This is an optimization exercise on Yosys and OpenROAD, whose aim is small area and a short achievable clock period, not a production implementation.
The RTL was checked by simulation tests, not by an equivalence proof against the original design.

## flow/run.sh

```bash
#!/bin/bash
# synth_recipe.tcl (not shown) runs the flow's synth.tcl, then flattens the netlist and writes it again
# the make line also repeats each setting of config.mk as NAME=value (left out here)
make -C /OpenROAD-flow-scripts/flow DESIGN_CONFIG=/design/flow/config.mk WORK_HOME=/design/flow/orfs CLKGATE_MAP_FILE= SYNTH_SCRIPT=/design/flow/synth_recipe.tcl finish
```

## flow/config.mk

```make
export PLATFORM = sky130hd
export DESIGN_NAME = notch_filter
export DESIGN_NICKNAME = notch_filter
export VERILOG_FILES = /design/flow/design.v
export SDC_FILE = /design/flow/constraint.sdc
export NUM_CORES = 4
export LEC_CHECK = 0
export CAP_MARGIN = 20
export CORE_MARGIN = 2
export CORE_UTILIZATION = 40
export CTS_CLUSTER_DIAMETER = 100
export CTS_CLUSTER_SIZE = 30
export SLEW_MARGIN = 20
export SYNTH_HIERARCHICAL = 1
```

## flow/constraint.sdc

```tcl
create_clock -name core_clock -period 12.0 [get_ports {clk}]
set_input_delay 2.4000 -clock core_clock [delete_from_list [all_inputs] [get_ports {clk}]]
set_output_delay 2.4000 -clock core_clock [all_outputs]
set_load 0.01 [all_outputs]
```

## flow/design.v

```verilog
`timescale 1ns / 1ps
module nf_fa (input logic a, input logic b, input logic c, output logic s, output logic co);
    assign s = a ^ b ^ c;
    assign co = (a & b) | (a & c) | (b & c);
endmodule
module nf_ha (input logic a, input logic b, output logic s, output logic co);
    assign s = a ^ b;
    assign co = a & b;
endmodule
module nf_csa8 (input logic [7:0] a, input logic [7:0] b, input logic [7:0] c, output logic [15:0] y);
    for (genvar i = 0; i < 8; i++) begin : g
        nf_fa u (.a(a[i]), .b(b[i]), .c(c[i]), .s(y[i]), .co(y[8 + i]));
    end
endmodule
module nf_add8 (input logic [7:0] a, input logic [7:0] b, input logic cin, output logic [8:0] y);
    logic [8:0] c;
    assign c[0] = cin;
    for (genvar i = 0; i < 8; i++) begin : g
        nf_fa u (.a(a[i]), .b(b[i]), .c(c[i]), .s(y[i]), .co(c[i + 1]));
    end
    assign y[8] = c[8];
endmodule
module notch_filter #(
    parameter int DATA_WIDTH = 16
)(
    input  logic                    clk,
    input  logic                    rst_n,
    input  logic                    valid_i,
    input  logic signed [DATA_WIDTH-1:0] data_i,
    output logic                    valid_o,
    output logic signed [DATA_WIDTH-1:0] data_o
);
    logic [15:0] x;
    logic [31:0] s1, s2;
    logic [8:1] p;
    logic n80;
    logic n81;
    logic n82;
    logic n83;
    logic n84;
    logic n85;
    logic n86;
    logic n87;
    logic n88;
    logic n89;
    logic n90;
    logic n91;
    logic n92;
    logic n93;
    logic n94;
    logic n95;
    logic n96;
    logic n97;
    logic n98;
    logic n99;
    logic n100;
    logic n101;
    logic n102;
    logic n103;
    logic n104;
    logic n105;
    logic n106;
    logic n107;
    logic n108;
    logic n109;
    logic n110;
    logic n111;
    logic n112;
    logic n113;
    logic n114;
    logic n115;
    logic n116;
    logic n117;
    logic n118;
    logic n119;
    logic n120;
    logic n121;
    logic n122;
    logic n123;
    logic n124;
    logic n125;
    logic n126;
    logic n127;
    logic n128;
    logic n129;
    logic n130;
    logic n131;
    logic n132;
    logic n133;
    logic n134;
    logic n135;
    logic n136;
    logic n137;
    logic n138;
    logic n139;
    logic n140;
    logic n141;
    logic n142;
    logic n143;
    logic n144;
    logic n145;
    logic n146;
    logic n147;
    logic n148;
    logic n149;
    logic n150;
    logic n151;
    logic n152;
    logic n153;
    logic n154;
    logic n155;
    logic n156;
    logic n157;
    logic n158;
    logic n159;
    logic n160;
    logic n161;
    logic n162;
    logic n163;
    logic n164;
    logic n165;
    logic n166;
    logic n167;
    logic n168;
    logic n169;
    logic n170;
    logic n171;
    logic n172;
    logic n173;
    logic n174;
    logic n175;
    logic n176;
    logic n177;
    logic n178;
    logic n179;
    logic n180;
    logic n181;
    logic n182;
    logic n183;
    logic n184;
    logic n185;
    logic n186;
    logic n187;
    logic n188;
    logic n189;
    logic n190;
    logic n191;
    logic n192;
    logic n193;
    logic n194;
    logic n195;
    logic n196;
    logic n197;
    logic n198;
    logic n199;
    logic n200;
    logic n201;
    logic n208;
    logic n209;
    logic n210;
    logic n211;
    logic n212;
    logic n213;
    logic n214;
    logic n215;
    logic n216;
    logic n217;
    logic n218;
    logic n219;
    logic n220;
    logic n221;
    logic n222;
    logic n223;
    logic n224;
    logic n225;
    logic n226;
    logic n227;
    logic n228;
    logic n229;
    logic n230;
    logic n231;
    logic n232;
    logic n233;
    logic n234;
    logic n235;
    logic n236;
    logic n237;
    logic n238;
    logic n239;
    logic n240;
    logic n241;
    logic n242;
    logic n243;
    logic n244;
    logic n245;
    logic n246;
    logic n247;
    logic n248;
    logic n249;
    logic n250;
    logic n251;
    logic n252;
    logic n253;
    logic n254;
    logic n255;
    logic n256;
    logic n257;
    logic n258;
    logic n259;
    logic n260;
    logic n261;
    logic n262;
    logic n263;
    logic n266;
    logic n267;
    logic n268;
    logic n269;
    logic n270;
    logic n271;
    logic n272;
    logic n273;
    logic n274;
    logic n275;
    logic n276;
    logic n277;
    logic n278;
    logic n279;
    logic n280;
    logic n281;
    logic n282;
    logic n283;
    logic n284;
    logic n285;
    logic n286;
    logic n287;
    logic n288;
    logic n289;
    logic n290;
    logic n291;
    logic n292;
    logic n293;
    logic n294;
    logic n295;
    logic n296;
    logic n297;
    logic n298;
    logic n299;
    logic n300;
    logic n301;
    logic n302;
    logic n303;
    logic n304;
    logic n305;
    logic n306;
    logic n307;
    logic n308;
    logic n309;
    logic n310;
    logic n311;
    logic n312;
    logic n313;
    logic n314;
    logic n315;
    logic n316;
    logic n317;
    logic n318;
    logic n319;
    logic n320;
    logic n321;
    logic n322;
    logic n323;
    logic n324;
    logic n325;
    logic n326;
    logic n327;
    logic n328;
    logic n329;
    logic n348;
    logic n349;
    logic n350;
    logic n351;
    logic n352;
    logic n353;
    logic n354;
    logic n355;
    logic n356;
    logic n357;
    logic n358;
    logic n359;
    logic n360;
    logic n361;
    logic n362;
    logic n363;
    logic n364;
    logic n365;
    logic n366;
    logic n367;
    logic n368;
    logic n369;
    logic n370;
    logic n371;
    logic n372;
    logic n373;
    logic n374;
    logic n375;
    logic n376;
    logic n377;
    logic n378;
    logic n379;
    logic n380;
    logic n381;
    logic n382;
    logic n383;
    logic n384;
    logic n385;
    logic n412;
    logic n413;
    logic n414;
    logic n415;
    logic n416;
    logic n417;
    logic n418;
    logic n419;
    logic n420;
    logic n421;
    logic n422;
    logic n423;
    logic n424;
    logic n425;
    logic n426;
    logic n427;
    logic n428;
    logic n429;
    logic n430;
    logic n431;
    logic n432;
    logic n433;
    logic n434;
    logic n435;
    logic n436;
    logic n437;
    logic n438;
    logic n439;
    logic n440;
    logic n441;
    logic n442;
    logic n443;
    logic n444;
    logic n445;
    logic n446;
    logic n447;
    logic n448;
    logic n449;
    logic n450;
    logic n451;
    logic n452;
    logic n453;
    logic n454;
    logic n455;
    logic n456;
    logic n457;
    logic n458;
    logic n459;
    logic n460;
    logic n461;
    logic n462;
    logic n463;
    logic n464;
    logic n465;
    logic n466;
    logic n467;
    logic n468;
    logic n469;
    logic n470;
    logic n471;
    logic n472;
    logic n473;
    logic n474;
    logic n475;
    logic n476;
    logic n477;
    logic n478;
    logic n479;
    logic n480;
    logic n481;
    logic n482;
    logic n483;
    logic n484;
    logic n485;
    logic n486;
    logic n487;
    logic n488;
    logic n489;
    logic n490;
    logic n491;
    logic n492;
    logic n493;
    logic n494;
    logic n495;
    logic n496;
    logic n497;
    logic n498;
    logic n499;
    logic n500;
    logic n501;
    logic n502;
    logic n503;
    logic n504;
    logic n505;
    logic n506;
    logic n507;
    logic n508;
    logic n509;
    logic n510;
    logic n511;
    logic n512;
    logic n513;
    logic n514;
    logic n515;
    logic n516;
    logic n517;
    logic n518;
    logic n519;
    logic n520;
    logic n521;
    logic n522;
    logic n523;
    logic n524;
    logic n525;
    logic n526;
    logic n527;
    logic n528;
    logic n529;
    logic n530;
    logic n531;
    logic n532;
    logic n533;
    logic n534;
    logic n535;
    logic n536;
    logic n537;
    logic n538;
    logic n539;
    logic n540;
    logic n541;
    logic n542;
    logic n543;
    logic n544;
    logic n545;
    logic n546;
    logic n547;
    logic n548;
    logic n549;
    logic n550;
    logic n551;
    logic n552;
    logic n553;
    logic n554;
    logic n555;
    logic n556;
    logic n557;
    logic n558;
    logic n559;
    logic n560;
    logic n561;
    logic n562;
    logic n563;
    logic n564;
    logic n565;
    logic n566;
    logic n567;
    logic n568;
    logic n569;
    logic n570;
    logic n571;
    logic n572;
    logic n573;
    logic n574;
    logic n575;
    logic n576;
    logic n577;
    logic n578;
    logic n579;
    logic n580;
    logic n581;
    logic n582;
    logic n583;
    logic n584;
    logic n585;
    logic n586;
    logic n587;
    logic n588;
    logic n589;
    logic n590;
    logic n591;
    logic n592;
    logic n593;
    logic n594;
    logic n595;
    logic n596;
    logic n597;
    logic xs1;
    logic xs2;
    logic xs3;
    logic n88_d1;
    logic n90_d1;
    logic n92_d1;
    logic n94_d1;
    logic n96_d1;
    logic n98_d1;
    logic n99_d1;
    logic n106_d1;
    logic n108_d1;
    logic n109_d1;
    logic n120_d1;
    logic n121_d1;
    logic n138_d1;
    logic n139_d1;
    logic n145_d1;
    logic n162_d1;
    logic n163_d1;
    logic n180_d1;
    logic n181_d1;
    logic n198_d1;
    logic n199_d1;
    logic n220_d1;
    logic n222_d1;
    logic n223_d1;
    logic n238_d1;
    logic n240_d1;
    logic n241_d1;
    logic n258_d1;
    logic n259_d1;
    logic n283_d1;
    logic n300_d1;
    logic n301_d1;
    logic n320_d1;
    logic n321_d1;
    logic n348_d1;
    logic n348_d2;
    logic n350_d1;
    logic n352_d1;
    logic n353_d1;
    logic n364_d1;
    logic n366_d1;
    logic n368_d1;
    logic n370_d1;
    logic n371_d1;
    logic n380_d1;
    logic n382_d1;
    logic n384_d1;
    logic n384_d2;
    logic n412_d1;
    logic n412_d2;
    logic n413_d1;
    logic n414_d1;
    logic n416_d1;
    logic n418_d1;
    logic n420_d1;
    logic n422_d1;
    logic n424_d1;
    logic n426_d1;
    logic n428_d1;
    logic n430_d1;
    logic n431_d1;
    logic n436_d1;
    logic n438_d1;
    logic n440_d1;
    logic n442_d1;
    logic n444_d1;
    logic n446_d1;
    logic n447_d1;
    logic n448_d1;
    logic n450_d1;
    logic n452_d1;
    logic n454_d1;
    logic n455_d1;
    logic n456_d1;
    logic n458_d1;
    logic n460_d1;
    logic n462_d1;
    logic n464_d1;
    logic n466_d1;
    logic n468_d1;
    logic n470_d1;
    logic n472_d1;
    logic n473_d1;
    logic n474_d1;
    logic n476_d1;
    logic n478_d1;
    logic n480_d1;
    logic n482_d1;
    logic n484_d1;
    logic n485_d1;
    logic n500_d1;
    logic n502_d1;
    logic n503_d1;
    logic n520_d1;
    logic n521_d1;
    logic n535_d1;
    logic n548_d1;
    logic n549_d1;
    logic n563_d1;
    logic n582_d1;
    logic n583_d1;
    logic xd15_1;
    nf_ha u80 (.a(x[2]), .b(x[0]), .s(n80), .co(n81));
    nf_fa u82 (.a(x[3]), .b(x[1]), .c(n81), .s(n82), .co(n83));
    nf_fa u84 (.a(x[4]), .b(x[2]), .c(n83), .s(n84), .co(n85));
    nf_fa u86 (.a(x[5]), .b(x[3]), .c(n85), .s(n86), .co(n87));
    nf_fa u88 (.a(x[6]), .b(x[4]), .c(n87), .s(n88), .co(n89));
    nf_fa u90 (.a(x[7]), .b(x[5]), .c(n89), .s(n90), .co(n91));
    nf_fa u92 (.a(x[8]), .b(x[6]), .c(n91), .s(n92), .co(n93));
    nf_fa u94 (.a(x[9]), .b(x[7]), .c(n93), .s(n94), .co(n95));
    nf_fa u96 (.a(x[10]), .b(x[8]), .c(n95), .s(n96), .co(n97));
    nf_fa u98 (.a(x[11]), .b(x[9]), .c(n97), .s(n98), .co(n99));
    nf_fa u100 (.a(x[12]), .b(x[10]), .c(n99_d1), .s(n100), .co(n101));
    nf_fa u102 (.a(x[13]), .b(x[11]), .c(n101), .s(n102), .co(n103));
    nf_fa u104 (.a(x[14]), .b(x[12]), .c(n103), .s(n104), .co(n105));
    nf_fa u106 (.a(x[15]), .b(x[13]), .c(n105), .s(n106), .co(n107));
    nf_fa u108 (.a(x[15]), .b(x[14]), .c(n107), .s(n108), .co(n109));
    nf_ha u110 (.a(n86), .b(x[0]), .s(n110), .co(n111));
    nf_fa u112 (.a(n88), .b(x[1]), .c(n111), .s(n112), .co(n113));
    nf_fa u114 (.a(n90), .b(n80), .c(n113), .s(n114), .co(n115));
    nf_fa u116 (.a(n92), .b(n82), .c(n115), .s(n116), .co(n117));
    nf_fa u118 (.a(n94), .b(n84), .c(n117), .s(n118), .co(n119));
    nf_fa u120 (.a(n96), .b(n86), .c(n119), .s(n120), .co(n121));
    nf_fa u122 (.a(n98_d1), .b(n88_d1), .c(n121_d1), .s(n122), .co(n123));
    nf_fa u124 (.a(n100), .b(n90_d1), .c(n123), .s(n124), .co(n125));
    nf_fa u126 (.a(n102), .b(n92_d1), .c(n125), .s(n126), .co(n127));
    nf_fa u128 (.a(n104), .b(n94_d1), .c(n127), .s(n128), .co(n129));
    nf_fa u130 (.a(n106), .b(n96_d1), .c(n129), .s(n130), .co(n131));
    nf_fa u132 (.a(n108), .b(n98_d1), .c(n131), .s(n132), .co(n133));
    nf_fa u134 (.a(n109), .b(n100), .c(n133), .s(n134), .co(n135));
    nf_fa u136 (.a(x[15]), .b(n102), .c(n135), .s(n136), .co(n137));
    nf_fa u138 (.a(x[15]), .b(n104), .c(n137), .s(n138), .co(n139));
    nf_fa u140 (.a(xs2), .b(n106_d1), .c(n139_d1), .s(n140), .co(n141));
    nf_fa u142 (.a(xs2), .b(n108_d1), .c(n141), .s(n142), .co(n143));
    nf_fa u144 (.a(x[15]), .b(n109_d1), .c(n143), .s(n144), .co(n145));
    nf_ha u146 (.a(~x[1]), .b(~x[0]), .s(n146), .co(n147));
    nf_ha u148 (.a(~n80), .b(n147), .s(n148), .co(n149));
    nf_ha u150 (.a(~n82), .b(n149), .s(n150), .co(n151));
    nf_ha u152 (.a(~n84), .b(n151), .s(n152), .co(n153));
    nf_ha u154 (.a(~n110), .b(n153), .s(n154), .co(n155));
    nf_ha u156 (.a(~n112), .b(n155), .s(n156), .co(n157));
    nf_ha u158 (.a(~n114), .b(n157), .s(n158), .co(n159));
    nf_ha u160 (.a(~n116), .b(n159), .s(n160), .co(n161));
    nf_ha u162 (.a(~n118), .b(n161), .s(n162), .co(n163));
    nf_ha u164 (.a(~n120_d1), .b(n163_d1), .s(n164), .co(n165));
    nf_ha u166 (.a(~n122), .b(n165), .s(n166), .co(n167));
    nf_fa u168 (.a(x[0]), .b(~n124), .c(n167), .s(n168), .co(n169));
    nf_fa u170 (.a(x[1]), .b(~n126), .c(n169), .s(n170), .co(n171));
    nf_fa u172 (.a(x[2]), .b(~n128), .c(n171), .s(n172), .co(n173));
    nf_fa u174 (.a(x[3]), .b(~n130), .c(n173), .s(n174), .co(n175));
    nf_fa u176 (.a(x[4]), .b(~n132), .c(n175), .s(n176), .co(n177));
    nf_fa u178 (.a(x[5]), .b(~n134), .c(n177), .s(n178), .co(n179));
    nf_fa u180 (.a(x[6]), .b(~n136), .c(n179), .s(n180), .co(n181));
    nf_fa u182 (.a(x[7]), .b(~n138_d1), .c(n181_d1), .s(n182), .co(n183));
    nf_fa u184 (.a(x[8]), .b(~n140), .c(n183), .s(n184), .co(n185));
    nf_fa u186 (.a(x[9]), .b(~n142), .c(n185), .s(n186), .co(n187));
    nf_fa u188 (.a(x[10]), .b(~n144), .c(n187), .s(n188), .co(n189));
    nf_fa u190 (.a(x[11]), .b(~n145), .c(n189), .s(n190), .co(n191));
    nf_fa u192 (.a(x[12]), .b(~n145), .c(n191), .s(n192), .co(n193));
    nf_fa u194 (.a(x[13]), .b(~n145), .c(n193), .s(n194), .co(n195));
    nf_fa u196 (.a(x[14]), .b(~n145), .c(n195), .s(n196), .co(n197));
    nf_fa u198 (.a(xs2), .b(~n145), .c(n197), .s(n198), .co(n199));
    nf_fa u200 (.a(xs3), .b(~n145_d1), .c(n199_d1), .s(n200), .co(n201));
    nf_fa u208 (.a(x[3]), .b(n146), .c(n81), .s(n208), .co(n209));
    nf_fa u210 (.a(x[4]), .b(n148), .c(n209), .s(n210), .co(n211));
    nf_fa u212 (.a(x[5]), .b(n150), .c(n211), .s(n212), .co(n213));
    nf_fa u214 (.a(x[6]), .b(n152), .c(n213), .s(n214), .co(n215));
    nf_fa u216 (.a(x[7]), .b(n154), .c(n215), .s(n216), .co(n217));
    nf_fa u218 (.a(x[8]), .b(n156), .c(n217), .s(n218), .co(n219));
    nf_fa u220 (.a(x[9]), .b(n158), .c(n219), .s(n220), .co(n221));
    nf_fa u222 (.a(x[10]), .b(n160), .c(n221), .s(n222), .co(n223));
    nf_fa u224 (.a(x[11]), .b(n162_d1), .c(n223_d1), .s(n224), .co(n225));
    nf_fa u226 (.a(x[12]), .b(n164), .c(n225), .s(n226), .co(n227));
    nf_fa u228 (.a(x[13]), .b(n166), .c(n227), .s(n228), .co(n229));
    nf_fa u230 (.a(x[14]), .b(n168), .c(n229), .s(n230), .co(n231));
    nf_fa u232 (.a(xs1), .b(n170), .c(n231), .s(n232), .co(n233));
    nf_fa u234 (.a(xs1), .b(n172), .c(n233), .s(n234), .co(n235));
    nf_fa u236 (.a(xs1), .b(n174), .c(n235), .s(n236), .co(n237));
    nf_fa u238 (.a(xs1), .b(n176), .c(n237), .s(n238), .co(n239));
    nf_fa u240 (.a(xs1), .b(n178), .c(n239), .s(n240), .co(n241));
    nf_fa u242 (.a(xs2), .b(n180_d1), .c(n241_d1), .s(n242), .co(n243));
    nf_fa u244 (.a(xs2), .b(n182), .c(n243), .s(n244), .co(n245));
    nf_fa u246 (.a(xs2), .b(n184), .c(n245), .s(n246), .co(n247));
    nf_fa u248 (.a(xs2), .b(n186), .c(n247), .s(n248), .co(n249));
    nf_fa u250 (.a(xs1), .b(n188), .c(n249), .s(n250), .co(n251));
    nf_fa u252 (.a(x[15]), .b(n190), .c(n251), .s(n252), .co(n253));
    nf_fa u254 (.a(xs2), .b(n192), .c(n253), .s(n254), .co(n255));
    nf_fa u256 (.a(xs1), .b(n194), .c(n255), .s(n256), .co(n257));
    nf_fa u258 (.a(x[15]), .b(n196), .c(n257), .s(n258), .co(n259));
    nf_fa u260 (.a(xs3), .b(n198_d1), .c(n259_d1), .s(n260), .co(n261));
    nf_fa u262 (.a(xs3), .b(n200), .c(n261), .s(n262), .co(n263));
    nf_ha u266 (.a(s1[0]), .b(x[0]), .s(n266), .co(n267));
    nf_fa u268 (.a(s1[1]), .b(x[1]), .c(n267), .s(n268), .co(n269));
    nf_fa u270 (.a(s1[2]), .b(n80), .c(n269), .s(n270), .co(n271));
    nf_fa u272 (.a(s1[3]), .b(n208), .c(n271), .s(n272), .co(n273));
    nf_fa u274 (.a(s1[4]), .b(n210), .c(n273), .s(n274), .co(n275));
    nf_fa u276 (.a(s1[5]), .b(n212), .c(n275), .s(n276), .co(n277));
    nf_fa u278 (.a(s1[6]), .b(n214), .c(n277), .s(n278), .co(n279));
    nf_fa u280 (.a(s1[7]), .b(n216), .c(n279), .s(n280), .co(n281));
    nf_fa u282 (.a(s1[8]), .b(n218), .c(n281), .s(n282), .co(n283));
    nf_fa u284 (.a(s1[9]), .b(n220_d1), .c(n283_d1), .s(n284), .co(n285));
    nf_fa u286 (.a(s1[10]), .b(n222_d1), .c(n285), .s(n286), .co(n287));
    nf_fa u288 (.a(s1[11]), .b(n224), .c(n287), .s(n288), .co(n289));
    nf_fa u290 (.a(s1[12]), .b(n226), .c(n289), .s(n290), .co(n291));
    nf_fa u292 (.a(s1[13]), .b(n228), .c(n291), .s(n292), .co(n293));
    nf_fa u294 (.a(s1[14]), .b(n230), .c(n293), .s(n294), .co(n295));
    nf_fa u296 (.a(s1[15]), .b(n232), .c(n295), .s(n296), .co(n297));
    nf_fa u298 (.a(s1[16]), .b(n234), .c(n297), .s(n298), .co(n299));
    nf_fa u300 (.a(s1[17]), .b(n236), .c(n299), .s(n300), .co(n301));
    nf_fa u302 (.a(s1[18]), .b(n238_d1), .c(n301_d1), .s(n302), .co(n303));
    nf_fa u304 (.a(s1[19]), .b(n240_d1), .c(n303), .s(n304), .co(n305));
    nf_fa u306 (.a(s1[20]), .b(n242), .c(n305), .s(n306), .co(n307));
    nf_fa u308 (.a(s1[21]), .b(n244), .c(n307), .s(n308), .co(n309));
    nf_fa u310 (.a(s1[22]), .b(n246), .c(n309), .s(n310), .co(n311));
    nf_fa u312 (.a(s1[23]), .b(n248), .c(n311), .s(n312), .co(n313));
    nf_fa u314 (.a(s1[24]), .b(n250), .c(n313), .s(n314), .co(n315));
    nf_fa u316 (.a(s1[25]), .b(n252), .c(n315), .s(n316), .co(n317));
    nf_fa u318 (.a(s1[26]), .b(n254), .c(n317), .s(n318), .co(n319));
    nf_fa u320 (.a(s1[27]), .b(n256), .c(n319), .s(n320), .co(n321));
    nf_fa u322 (.a(s1[28]), .b(n258_d1), .c(n321_d1), .s(n322), .co(n323));
    nf_fa u324 (.a(s1[29]), .b(n260), .c(n323), .s(n324), .co(n325));
    nf_fa u326 (.a(s1[30]), .b(n262), .c(n325), .s(n326), .co(n327));
    nf_fa u328 (.a(s1[31]), .b(n262), .c(n327), .s(n328), .co(n329));
    nf_ha u348 (.a(~x[0]), .b(n294), .s(n348), .co(n349));
    nf_fa u350 (.a(~x[1]), .b(n296), .c(n349), .s(n350), .co(n351));
    nf_fa u352 (.a(~x[2]), .b(n298), .c(n351), .s(n352), .co(n353));
    nf_fa u354 (.a(~x[3]), .b(n300_d1), .c(n353_d1), .s(n354), .co(n355));
    nf_fa u356 (.a(~x[4]), .b(n302), .c(n355), .s(n356), .co(n357));
    nf_fa u358 (.a(~x[5]), .b(n304), .c(n357), .s(n358), .co(n359));
    nf_fa u360 (.a(~x[6]), .b(n306), .c(n359), .s(n360), .co(n361));
    nf_fa u362 (.a(~x[7]), .b(n308), .c(n361), .s(n362), .co(n363));
    nf_fa u364 (.a(~x[8]), .b(n310), .c(n363), .s(n364), .co(n365));
    nf_fa u366 (.a(~x[9]), .b(n312), .c(n365), .s(n366), .co(n367));
    nf_fa u368 (.a(~x[10]), .b(n314), .c(n367), .s(n368), .co(n369));
    nf_fa u370 (.a(~x[11]), .b(n316), .c(n369), .s(n370), .co(n371));
    nf_fa u372 (.a(x[12]), .b(s1[26]), .c(~n371_d1), .s(n372), .co(n373));
    nf_fa u374 (.a(x[13]), .b(~n320_d1), .c(n373), .s(n374), .co(n375));
    nf_fa u376 (.a(x[14]), .b(~n322), .c(n375), .s(n376), .co(n377));
    nf_fa u378 (.a(xs3), .b(~n324), .c(n377), .s(n378), .co(n379));
    nf_fa u380 (.a(xs3), .b(~n326), .c(n379), .s(n380), .co(n381));
    nf_fa u382 (.a(xs3), .b(~n328), .c(n381), .s(n382), .co(n383));
    nf_fa u384 (.a(xs3), .b(~n328), .c(n383), .s(n384), .co(n385));
    nf_ha u412 (.a(~n350), .b(~n348), .s(n412), .co(n413));
    nf_fa u414 (.a(n352_d1), .b(n350_d1), .c(~n413_d1), .s(n414), .co(n415));
    nf_fa u416 (.a(n354), .b(n352_d1), .c(n415), .s(n416), .co(n417));
    nf_fa u418 (.a(n356), .b(n354), .c(n417), .s(n418), .co(n419));
    nf_fa u420 (.a(n358), .b(n356), .c(n419), .s(n420), .co(n421));
    nf_fa u422 (.a(n360), .b(n358), .c(n421), .s(n422), .co(n423));
    nf_fa u424 (.a(n362), .b(n360), .c(n423), .s(n424), .co(n425));
    nf_fa u426 (.a(n364), .b(n362), .c(n425), .s(n426), .co(n427));
    nf_fa u428 (.a(n366), .b(n364), .c(n427), .s(n428), .co(n429));
    nf_fa u430 (.a(n368), .b(n366), .c(n429), .s(n430), .co(n431));
    nf_fa u432 (.a(n370_d1), .b(n368_d1), .c(n431_d1), .s(n432), .co(n433));
    nf_fa u434 (.a(~n372), .b(n370_d1), .c(n433), .s(n434), .co(n435));
    nf_fa u436 (.a(n374), .b(n372), .c(~n435), .s(n436), .co(n437));
    nf_fa u438 (.a(n376), .b(n374), .c(n437), .s(n438), .co(n439));
    nf_fa u440 (.a(n378), .b(n376), .c(n439), .s(n440), .co(n441));
    nf_fa u442 (.a(n380), .b(n378), .c(n441), .s(n442), .co(n443));
    nf_fa u444 (.a(n382), .b(n380), .c(n443), .s(n444), .co(n445));
    nf_fa u446 (.a(n384), .b(n382), .c(n445), .s(n446), .co(n447));
    nf_ha u448 (.a(~n420), .b(~n348_d1), .s(n448), .co(n449));
    nf_fa u450 (.a(~n422), .b(n412_d1), .c(n449), .s(n450), .co(n451));
    nf_fa u452 (.a(n424), .b(n414), .c(~n451), .s(n452), .co(n453));
    nf_fa u454 (.a(n426), .b(n416), .c(n453), .s(n454), .co(n455));
    nf_fa u456 (.a(n428_d1), .b(n418_d1), .c(n455_d1), .s(n456), .co(n457));
    nf_fa u458 (.a(n430_d1), .b(n420_d1), .c(n457), .s(n458), .co(n459));
    nf_fa u460 (.a(n432), .b(n422_d1), .c(n459), .s(n460), .co(n461));
    nf_fa u462 (.a(n434), .b(n424_d1), .c(n461), .s(n462), .co(n463));
    nf_fa u464 (.a(~n436), .b(n426_d1), .c(n463), .s(n464), .co(n465));
    nf_fa u466 (.a(~n438), .b(n428_d1), .c(n465), .s(n466), .co(n467));
    nf_fa u468 (.a(~n440), .b(n430_d1), .c(n467), .s(n468), .co(n469));
    nf_fa u470 (.a(~n442), .b(n432), .c(n469), .s(n470), .co(n471));
    nf_fa u472 (.a(~n444), .b(n434), .c(n471), .s(n472), .co(n473));
    nf_fa u474 (.a(n446_d1), .b(n436_d1), .c(~n473_d1), .s(n474), .co(n475));
    nf_fa u476 (.a(n447_d1), .b(n438_d1), .c(n475), .s(n476), .co(n477));
    nf_fa u478 (.a(n447_d1), .b(n440_d1), .c(n477), .s(n478), .co(n479));
    nf_fa u480 (.a(n447_d1), .b(n442_d1), .c(n479), .s(n480), .co(n481));
    nf_fa u482 (.a(n447_d1), .b(n444_d1), .c(n481), .s(n482), .co(n483));
    nf_fa u484 (.a(n447_d1), .b(n446_d1), .c(n483), .s(n484), .co(n485));
    nf_ha u486 (.a(~n454_d1), .b(~n348_d2), .s(n486), .co(n487));
    nf_fa u488 (.a(~n456), .b(n412_d2), .c(n487), .s(n488), .co(n489));
    nf_fa u490 (.a(n458), .b(n414_d1), .c(~n489), .s(n490), .co(n491));
    nf_fa u492 (.a(n460), .b(n416_d1), .c(n491), .s(n492), .co(n493));
    nf_fa u494 (.a(n462), .b(n418_d1), .c(n493), .s(n494), .co(n495));
    nf_fa u496 (.a(n464), .b(~n448_d1), .c(n495), .s(n496), .co(n497));
    nf_fa u498 (.a(n466), .b(~n450_d1), .c(n497), .s(n498), .co(n499));
    nf_fa u500 (.a(n468), .b(n452_d1), .c(n499), .s(n500), .co(n501));
    nf_fa u502 (.a(n470), .b(n454_d1), .c(n501), .s(n502), .co(n503));
    nf_fa u504 (.a(n472_d1), .b(n456_d1), .c(n503_d1), .s(n504), .co(n505));
    nf_fa u506 (.a(~n474), .b(n458_d1), .c(n505), .s(n506), .co(n507));
    nf_fa u508 (.a(~n476), .b(n460_d1), .c(n507), .s(n508), .co(n509));
    nf_fa u510 (.a(~n478), .b(n462_d1), .c(n509), .s(n510), .co(n511));
    nf_fa u512 (.a(~n480), .b(n464_d1), .c(n511), .s(n512), .co(n513));
    nf_fa u514 (.a(~n482), .b(n466_d1), .c(n513), .s(n514), .co(n515));
    nf_fa u516 (.a(~n484), .b(n468_d1), .c(n515), .s(n516), .co(n517));
    nf_fa u518 (.a(~n485), .b(n470_d1), .c(n517), .s(n518), .co(n519));
    nf_fa u520 (.a(~n485), .b(n472_d1), .c(n519), .s(n520), .co(n521));
    nf_fa u522 (.a(n485_d1), .b(n474_d1), .c(~n521_d1), .s(n522), .co(n523));
    nf_fa u524 (.a(n485_d1), .b(n476_d1), .c(n523), .s(n524), .co(n525));
    nf_fa u526 (.a(n485_d1), .b(n478_d1), .c(n525), .s(n526), .co(n527));
    nf_fa u528 (.a(n485_d1), .b(n480_d1), .c(n527), .s(n528), .co(n529));
    nf_fa u530 (.a(n485_d1), .b(n482_d1), .c(n529), .s(n530), .co(n531));
    nf_fa u532 (.a(n485_d1), .b(n484_d1), .c(n531), .s(n532), .co(n533));
    nf_ha u534 (.a(~n348), .b(s2[0]), .s(n534), .co(n535));
    nf_fa u536 (.a(n412_d1), .b(s2[1]), .c(n535_d1), .s(n536), .co(n537));
    nf_fa u538 (.a(~n414), .b(s2[2]), .c(n537), .s(n538), .co(n539));
    nf_fa u540 (.a(~n416), .b(s2[3]), .c(n539), .s(n540), .co(n541));
    nf_fa u542 (.a(~n418), .b(s2[4]), .c(n541), .s(n542), .co(n543));
    nf_fa u544 (.a(n448), .b(s2[5]), .c(n543), .s(n544), .co(n545));
    nf_fa u546 (.a(n450), .b(s2[6]), .c(n545), .s(n546), .co(n547));
    nf_fa u548 (.a(~n452), .b(s2[7]), .c(n547), .s(n548), .co(n549));
    nf_fa u550 (.a(n486), .b(s2[8]), .c(n549_d1), .s(n550), .co(n551));
    nf_fa u552 (.a(n488), .b(s2[9]), .c(n551), .s(n552), .co(n553));
    nf_fa u554 (.a(~n490), .b(s2[10]), .c(n553), .s(n554), .co(n555));
    nf_fa u556 (.a(~n492), .b(s2[11]), .c(n555), .s(n556), .co(n557));
    nf_fa u558 (.a(~n494), .b(s2[12]), .c(n557), .s(n558), .co(n559));
    nf_fa u560 (.a(~n496), .b(s2[13]), .c(n559), .s(n560), .co(n561));
    nf_fa u562 (.a(~n498), .b(s2[14]), .c(n561), .s(n562), .co(n563));
    nf_fa u564 (.a(~n500_d1), .b(s2[15]), .c(n563_d1), .s(n564), .co(n565));
    nf_fa u566 (.a(~n502_d1), .b(s2[16]), .c(n565), .s(n566), .co(n567));
    nf_fa u568 (.a(~n504), .b(s2[17]), .c(n567), .s(n568), .co(n569));
    nf_fa u570 (.a(~n506), .b(s2[18]), .c(n569), .s(n570), .co(n571));
    nf_fa u572 (.a(~n508), .b(s2[19]), .c(n571), .s(n572), .co(n573));
    nf_fa u574 (.a(~n510), .b(s2[20]), .c(n573), .s(n574), .co(n575));
    nf_fa u576 (.a(~n512), .b(s2[21]), .c(n575), .s(n576), .co(n577));
    nf_fa u578 (.a(~n514), .b(s2[22]), .c(n577), .s(n578), .co(n579));
    nf_fa u580 (.a(~n516), .b(s2[23]), .c(n579), .s(n580), .co(n581));
    nf_fa u582 (.a(~n518), .b(s2[24]), .c(n581), .s(n582), .co(n583));
    nf_fa u584 (.a(~n520_d1), .b(s2[25]), .c(n583_d1), .s(n584), .co(n585));
    nf_fa u586 (.a(n522), .b(s2[26]), .c(n585), .s(n586), .co(n587));
    nf_fa u588 (.a(n524), .b(s2[27]), .c(n587), .s(n588), .co(n589));
    nf_fa u590 (.a(n526), .b(s2[28]), .c(n589), .s(n590), .co(n591));
    nf_fa u592 (.a(n528), .b(s2[29]), .c(n591), .s(n592), .co(n593));
    nf_fa u594 (.a(n530), .b(s2[30]), .c(n593), .s(n594), .co(n595));
    nf_fa u596 (.a(n532), .b(s2[31]), .c(n595), .s(n596), .co(n597));
    always_ff @(posedge clk) begin
        xs1 <= x[15];
        xs2 <= xs1;
        xs3 <= xs2;
        n88_d1 <= n88;
        n90_d1 <= n90;
        n92_d1 <= n92;
        n94_d1 <= n94;
        n96_d1 <= n96;
        n98_d1 <= n98;
        n99_d1 <= n99;
        n106_d1 <= n106;
        n108_d1 <= n108;
        n109_d1 <= n109;
        n120_d1 <= n120;
        n121_d1 <= n121;
        n138_d1 <= n138;
        n139_d1 <= n139;
        n145_d1 <= n145;
        n162_d1 <= n162;
        n163_d1 <= n163;
        n180_d1 <= n180;
        n181_d1 <= n181;
        n198_d1 <= n198;
        n199_d1 <= n199;
        n220_d1 <= n220;
        n222_d1 <= n222;
        n223_d1 <= n223;
        n238_d1 <= n238;
        n240_d1 <= n240;
        n241_d1 <= n241;
        n258_d1 <= n258;
        n259_d1 <= n259;
        n283_d1 <= n283;
        n300_d1 <= n300;
        n301_d1 <= n301;
        n320_d1 <= n320;
        n321_d1 <= n321;
        n348_d1 <= n348;
        n348_d2 <= n348_d1;
        n350_d1 <= n350;
        n352_d1 <= n352;
        n353_d1 <= n353;
        n364_d1 <= n364;
        n366_d1 <= n366;
        n368_d1 <= n368;
        n370_d1 <= n370;
        n371_d1 <= n371;
        n380_d1 <= n380;
        n382_d1 <= n382;
        n384_d1 <= n384;
        n384_d2 <= n384_d1;
        n412_d1 <= n412;
        n412_d2 <= n412_d1;
        n413_d1 <= n413;
        n414_d1 <= n414;
        n416_d1 <= n416;
        n418_d1 <= n418;
        n420_d1 <= n420;
        n422_d1 <= n422;
        n424_d1 <= n424;
        n426_d1 <= n426;
        n428_d1 <= n428;
        n430_d1 <= n430;
        n431_d1 <= n431;
        n436_d1 <= n436;
        n438_d1 <= n438;
        n440_d1 <= n440;
        n442_d1 <= n442;
        n444_d1 <= n444;
        n446_d1 <= n446;
        n447_d1 <= n447;
        n448_d1 <= n448;
        n450_d1 <= n450;
        n452_d1 <= n452;
        n454_d1 <= n454;
        n455_d1 <= n455;
        n456_d1 <= n456;
        n458_d1 <= n458;
        n460_d1 <= n460;
        n462_d1 <= n462;
        n464_d1 <= n464;
        n466_d1 <= n466;
        n468_d1 <= n468;
        n470_d1 <= n470;
        n472_d1 <= n472;
        n473_d1 <= n473;
        n474_d1 <= n474;
        n476_d1 <= n476;
        n478_d1 <= n478;
        n480_d1 <= n480;
        n482_d1 <= n482;
        n484_d1 <= n484;
        n485_d1 <= n485;
        n500_d1 <= n500;
        n502_d1 <= n502;
        n503_d1 <= n503;
        n520_d1 <= n520;
        n521_d1 <= n521;
        n535_d1 <= n535;
        n548_d1 <= n548;
        n549_d1 <= n549;
        n563_d1 <= n563;
        n582_d1 <= n582;
        n583_d1 <= n583;
        xd15_1 <= x[15];
        if (valid_i) x <= data_i;
    end
    always_ff @(posedge clk or negedge rst_n) begin
        if (!rst_n) begin
            p  <= '0;
            s1 <= '0;
            s2 <= '0;
        end else begin
            p <= {p[7:1], valid_i};
            if (p[2]) s1[0] <= n534;
            if (p[3]) s1[1] <= n536;
            if (p[3]) s1[2] <= n538;
            if (p[3]) s1[3] <= n540;
            if (p[3]) s1[4] <= n542;
            if (p[3]) s1[5] <= n544;
            if (p[3]) s1[6] <= n546;
            if (p[4]) s1[7] <= n548_d1;
            if (p[4]) s1[8] <= n550;
            if (p[4]) s1[9] <= n552;
            if (p[4]) s1[10] <= n554;
            if (p[4]) s1[11] <= n556;
            if (p[4]) s1[12] <= n558;
            if (p[4]) s1[13] <= n560;
            if (p[2]) s1[14] <= ~n294;
            if (p[4]) s1[14] <= n562;
            if (p[2]) s1[15] <= ~n296;
            if (p[5]) s1[15] <= n564;
            if (p[2]) s1[16] <= ~n298;
            if (p[5]) s1[16] <= n566;
            if (p[3]) s1[17] <= ~n300_d1;
            if (p[5]) s1[17] <= n568;
            if (p[3]) s1[18] <= ~n302;
            if (p[5]) s1[18] <= n570;
            if (p[3]) s1[19] <= ~n304;
            if (p[5]) s1[19] <= n572;
            if (p[3]) s1[20] <= ~n306;
            if (p[5]) s1[20] <= n574;
            if (p[3]) s1[21] <= ~n308;
            if (p[5]) s1[21] <= n576;
            if (p[3]) s1[22] <= ~n310;
            if (p[5]) s1[22] <= n578;
            if (p[3]) s1[23] <= ~n312;
            if (p[5]) s1[23] <= n580;
            if (p[3]) s1[24] <= ~n314;
            if (p[6]) s1[24] <= n582_d1;
            if (p[3]) s1[25] <= ~n316;
            if (p[6]) s1[25] <= n584;
            if (p[3]) s1[26] <= ~n318;
            if (p[6]) s1[26] <= n586;
            if (p[4]) s1[27] <= ~n320_d1;
            if (p[6]) s1[27] <= n588;
            if (p[4]) s1[28] <= ~n322;
            if (p[6]) s1[28] <= n590;
            if (p[4]) s1[29] <= ~n324;
            if (p[6]) s1[29] <= n592;
            if (p[4]) s1[30] <= ~n326;
            if (p[6]) s1[30] <= n594;
            if (p[4]) s1[31] <= ~n328;
            if (p[6]) s1[31] <= n596;
            if (p[5]) s2[7:0] <= ds_s2;
            if (p[6]) s2[15:8] <= ds_s2;
            if (p[7]) s2[23:16] <= ds_s2;
            if (p[8]) s2[31:24] <= ds_s2;
        end
    end
    logic [15:0] ds_xq1;
    logic [15:0] ds_xq2;
    logic [15:0] ds_xq3;
    logic [7:0] ds_x, ds_q, ds_d, ds_e, ds_e5, ds_e165, ds_t2, ds_s2;
    logic [7:0] ds_rd, ds_rd1, ds_rd2, ds_rd3, ds_re, ds_re165, ds_dr, ds_qr;
    logic [1:0] ds_eh, ds_e165h;
    logic [6:0] ds_e5h;
    logic [7:0] ds_re5, ds_v, ds_w;
    logic [15:0] ds_cs;
    logic ds_ca1, ds_ca2, ds_cb1, ds_cb2, ds_cc1, ds_cc2;
    logic [8:0] ds_sa1, ds_sa2, ds_sb1, ds_sb2, ds_sc1, ds_sc2;
    nf_add8 u_ds_sa2 (.a(ds_dr), .b(ds_qr), .cin(ds_ca2), .y(ds_sa2));
    assign ds_e = ds_sa2[7:0];
    nf_add8 u_ds_sb1 (.a(ds_e), .b({ds_e[5:0], ds_eh}), .cin(ds_cb1), .y(ds_sb1));
    assign ds_e5 = ds_sb1[7:0];
    nf_add8 u_ds_sc1 (.a(ds_e), .b({ds_rd1[1:0], ds_rd2[7:2]}), .cin(ds_cc1), .y(ds_sc1));
    assign ds_t2 = ds_sc1[7:0];
    assign ds_v = ~{ds_re5[5:0], ds_e5h[6:5]};
    assign ds_w = ~{ds_re5[0], ds_e5h};
    nf_csa8 u_ds_cs (.a(ds_re), .b(ds_v), .c(ds_w), .y(ds_cs));
    nf_add8 u_ds_sc2 (.a(ds_cs[7:0]), .b({ds_cs[14:8], ds_cb2}), .cin(ds_cc2), .y(ds_sc2));
    assign ds_s2 = ds_sc2[7:0];
    always_ff @(posedge clk) begin
        ds_dr <= p[3] ? {~n362, ~n360, ~n358, ~n356, ~n354, ~n352_d1, ~n350_d1, ~n348_d1} : p[4] ? {n378, n376, n374, n372, ~n370_d1, ~n368_d1, ~n366_d1, ~n364_d1} : p[5] ? {n384_d1, n384_d1, n384_d1, n384_d1, n384_d1, n384_d1, n382_d1, n380_d1} : {n384_d2, n384_d2, n384_d2, n384_d2, n384_d2, n384_d2, n384_d2, n384_d2};
        ds_qr <= p[3] ? {~n308, ~n306, ~n304, ~n302, ~n300_d1, s1[16], s1[15], s1[14]} : p[4] ? {~n324, ~n322, ~n320_d1, s1[26], s1[25], s1[24], s1[23], s1[22]} : p[5] ? {s1[31], s1[31], s1[31], s1[31], s1[31], s1[31], s1[31], s1[30]} : {s1[31], s1[31], s1[31], s1[31], s1[31], s1[31], s1[31], s1[31]};
        ds_ca2 <= p[3] | ds_sa2[8];
        ds_cb1 <= ~p[3] & ds_sb1[8];
        ds_cc1 <= ~p[3] & ds_sc1[8];
        ds_eh <= p[3] ? 2'b0 : ds_e[7:6];
        ds_rd1 <= p[3] ? 8'b0 : ds_dr;
        ds_rd2 <= (p[3] | p[4]) ? 8'b0 : ds_rd1;
        ds_re <= ds_t2;
        ds_re5 <= ds_e5;
        ds_cb2 <= p[4] | ds_cs[15];
        ds_cc2 <= p[4] | ds_sc2[8];
        ds_e5h <= p[4] ? 7'b0 : ds_re5[7:1];
    end
    assign valid_o = p[4];
    assign data_o[0] = ~s1[14];
    assign data_o[1] = ~s1[15];
    assign data_o[2] = ~s1[16];
    assign data_o[3] = ~s1[17];
    assign data_o[4] = ~s1[18];
    assign data_o[5] = ~s1[19];
    assign data_o[6] = ~s1[20];
    assign data_o[7] = ~s1[21];
    assign data_o[8] = ~s1[22];
    assign data_o[9] = ~s1[23];
    assign data_o[10] = ~s1[24];
    assign data_o[11] = ~s1[25];
    assign data_o[12] = ~s1[26];
    assign data_o[13] = n320_d1;
    assign data_o[14] = n322;
    assign data_o[15] = n324;
endmodule
```

==> impl_results.md <==
* Syn Area/Cell at 15.2 sq um
* Std cell rows at 65
* # diodes at 0
* Hold-fix buffers, CTS at 0
* Synth Warn # at 7
* Die Ht at 183 um
* Vias in the first global route at 6,595
* Hold Crit Depth at 0
* Number of detailed-routing iterations run before antenna repair at 4
* DP HPWL at 20,300 um
* Top_reg_cell synth: dfxtp_1
* Largest net degree at the start of global routing at 59
* Via density at 4.53
* Synthesized flop and latch total at 252
* RSZ-0062 raised after global routing: false
* Routed Wire Length at 25,000 um
* Sequential cell area at 5570 sq um
* Initial antenna violation count at 0
* Worst-Skew Late Latency at 0.51 ns
* Worst Hold Class: flip-flop to flip-flop
* Synth top area cells: fa_1 40%, dfxtp_1 26%, dfrtp_1 14%
* Clk_skew at 0.0418 ns
* Drt initial violations at 348
* Routed Antenna Nets at 0
* Asr flop ratio synth at 28.6%
* Most common cell after layout, fill and taps aside: fa_1
* Fill count at 2,774
* F_max at 191 MHz
* Final Hold Slack at 0.360 ns
* Post-CTS Setup Inserts at 0
* Setup violations, final at 0
* Multi-input gate area at 6600 sq um
* CP max FO at 7
* Area share of the largest cell type after synthesis at 39.8%
* Initial cell density of the core at 40.6%
* Core box area at 31,500 sq um
* Final core occ at 44.3%
* EDFF count, synth at 16
* Final hold violation count at 0
* Global-route wire length before repair at 40,000 um
* GRT Total Usage at 16.2%
* Final #Nets at 1,163
* Fin. max-slew vios at 0
* Die width at 183 um
* Reg2Reg Depth at 10
* Worst-path clk slew at 0.11 ns
* Num CTS Buffers at 13
* Slew HR at 28.9%
* Die Area at 33,400 sq um
* Worst slew pin tran at 1.07 ns
* Final Cycle Share at 43.7%
* CTS Buffer Depth at 3
* Hold path startpoint: p[1]
* Crit path DAT at 2.84 ns
* Boundary pin count at 36
* Critical Path RT at 9.60 ns
* Post-synth cell types at 31
* Setup slack, reg-to-reg at 7.15 ns
* Critical Path Start Type: flip-flop
* Setup tns final at 0 ns
* Clock root buffer: clkbuf_16
* Fin crit period at 5.24 ns
* DRC at 0
* Fin area at 13,900 sq um
* Layout area overhead at 9.08%
* Mapped Cells at 842
* Status: timing/DRC/antenna clean
* WL per Instance at 19.5 um
* CTS tree: built
* CP endpoint kind: output pin
* Share of layout cells above drive strength 1 at 9.23%
* Most frequent cells in the layout: 254 x fa_1, 164 x dfxtp_1, 117 x inv_1, 71 x dfrtp_1, 49 x mux2_2
* H-tree Lvls at 1
* Port bufs at 35
* R2r startpoint: x[12]
* Syn nets at 1,134
* Crit Path Category: flip-flop to output pin
* Sequential area share after synthesis at 43.6%
* GP Congestion at 0.784
* # resized after CTS at 0
* Post-DP Area at 13,500 sq um
* Number of max-cap violations at 0
* Netlist Area Pre-Place at 12,800 sq um
* Clk sink count at 252
* Yosys top cell by area: fa_1
* Reg-to-Reg End: n240_d1
* DR vias at 5,794
* Total gr overflow at 0
* Hold worst-path end: p[2]
==> final cells by class <==
cell class              count  share of cell area [%]
multi-input cells         447                    47.4
flip-flops and latches    252                    39.9
well taps                 402                    3.61
inverters                 118                    3.18
clock buffers              18                    2.77
repair buffers             39                    2.71
clock inverters             4                   0.386
==> layer usage <==
metal  wire (um)  GRT usage, %
met1       12600          25.0
met2       11100          24.4
met3         629          1.90
met4         671          4.42
met5           0             0
==> cell usage after synthesis, types with 2 or more instances <==
library cell	number
edfxtp_1	16
o21a_1	2
dfxtp_1	164
and2_1	6
nand2_1	29
a21oi_1	7
o21ai_0	25
mux2i_1	7
a222oi_1	2
or2_2	3
dfrtp_1	72
nor2b_1	15
buf_2	10
buf_4	11
buf_6	2
fa_1	254
mux2_2	49
ha_1	19
a211oi_1	8
clkbuf_1	2
nor2_1	10
o22ai_1	2
inv_1	117
a221oi_1	3
==> kinds of logic after synthesis <==
| kind of cell | Yosys count | synth area share (%) |
|---|---|---|
| buf+inv | 143 | 4.74 |
| compound gates | 51 | 2.58 |
| fa+ha+maj | 273 | 41.7 |
| flops | 252 | 43.6 |
| simple gates | 67 | 2.59 |
| mux | 56 | 4.87 |
==> critical path, stage by stage (launching register included) <==
cell and delay, ns:
dfxtp_1 0.65, fa_1 0.50, fa_1 0.60, clkdlybuf4s50_1 0.58
==> sequential cells by signal, summed over array words and instances, names as in the netlist, 6 cells and up <==
| signal | cells |
|---|---|
| x | 16 |
| p | 8 |
| ds_re5 | 8 |
| ds_re | 8 |
| ds_e5h | 7 |
| ds_rd1 | 8 |
| ds_qr | 8 |
| s1 | 32 |
| s2 | 32 |
| ds_rd2 | 6 |
| ds_dr | 8 |
==> worst max path at each step <==
stage | from | to | slack, ns | cells past startpoint
CTS | xs3 | data_o[15] | 6.71 | 3
floorplan | x[12] | n240_d1 | 7.35 | 10
global placement | x[12] | n240_d1 | 7.17 | 10
detailed placement | x[12] | n240_d1 | 7.12 | 10
global route | xs3 | data_o[15] | 6.62 | 3
finish | xs3 | data_o[15] | 6.76 | 3
==> modules after synthesis (local to each module, per instance), a selection <==
module,copies in the design,cells inside,area [sq um]
nf_add8,4,1,7.51
notch_filter,1,565,7420
nf_ha,19,1,12.5
nf_fa,254,1,20.0
==> per-stage QoR <==
stage          instances  worst slack [ns]
2_1_floorplan        842              7.35
3_3_place_gp        1258              7.17
3_5_place_dp        1258              7.12
4_1_cts             1280              6.71
5_1_grt             1280              6.62
6_report            1280              6.76

==> afterwards: timing with drivers on the ports <==
No port has a modelled driver above. Below, the same layout with a new extraction and two added sets of constraints.
Step 1 assumes that a clkbuf_16 drives the clock port and a buf_2 every other input.
Step 2 also shifts input and output timing later by t, the mid clock arrival at the registers, as if the neighbouring blocks saw the same clock.
Three values: ideal, step 1, step 2; two values: the first two.
t, ns: 0.539
slack for setup (ns): 6.758 / 6.711 / 7.154
worst setup path at the end: register to register
After both steps setup and hold are still met in this run. For this run, drivers alone change the setup slack by -0.047 ns; drivers and shift together by +0.396 ns.
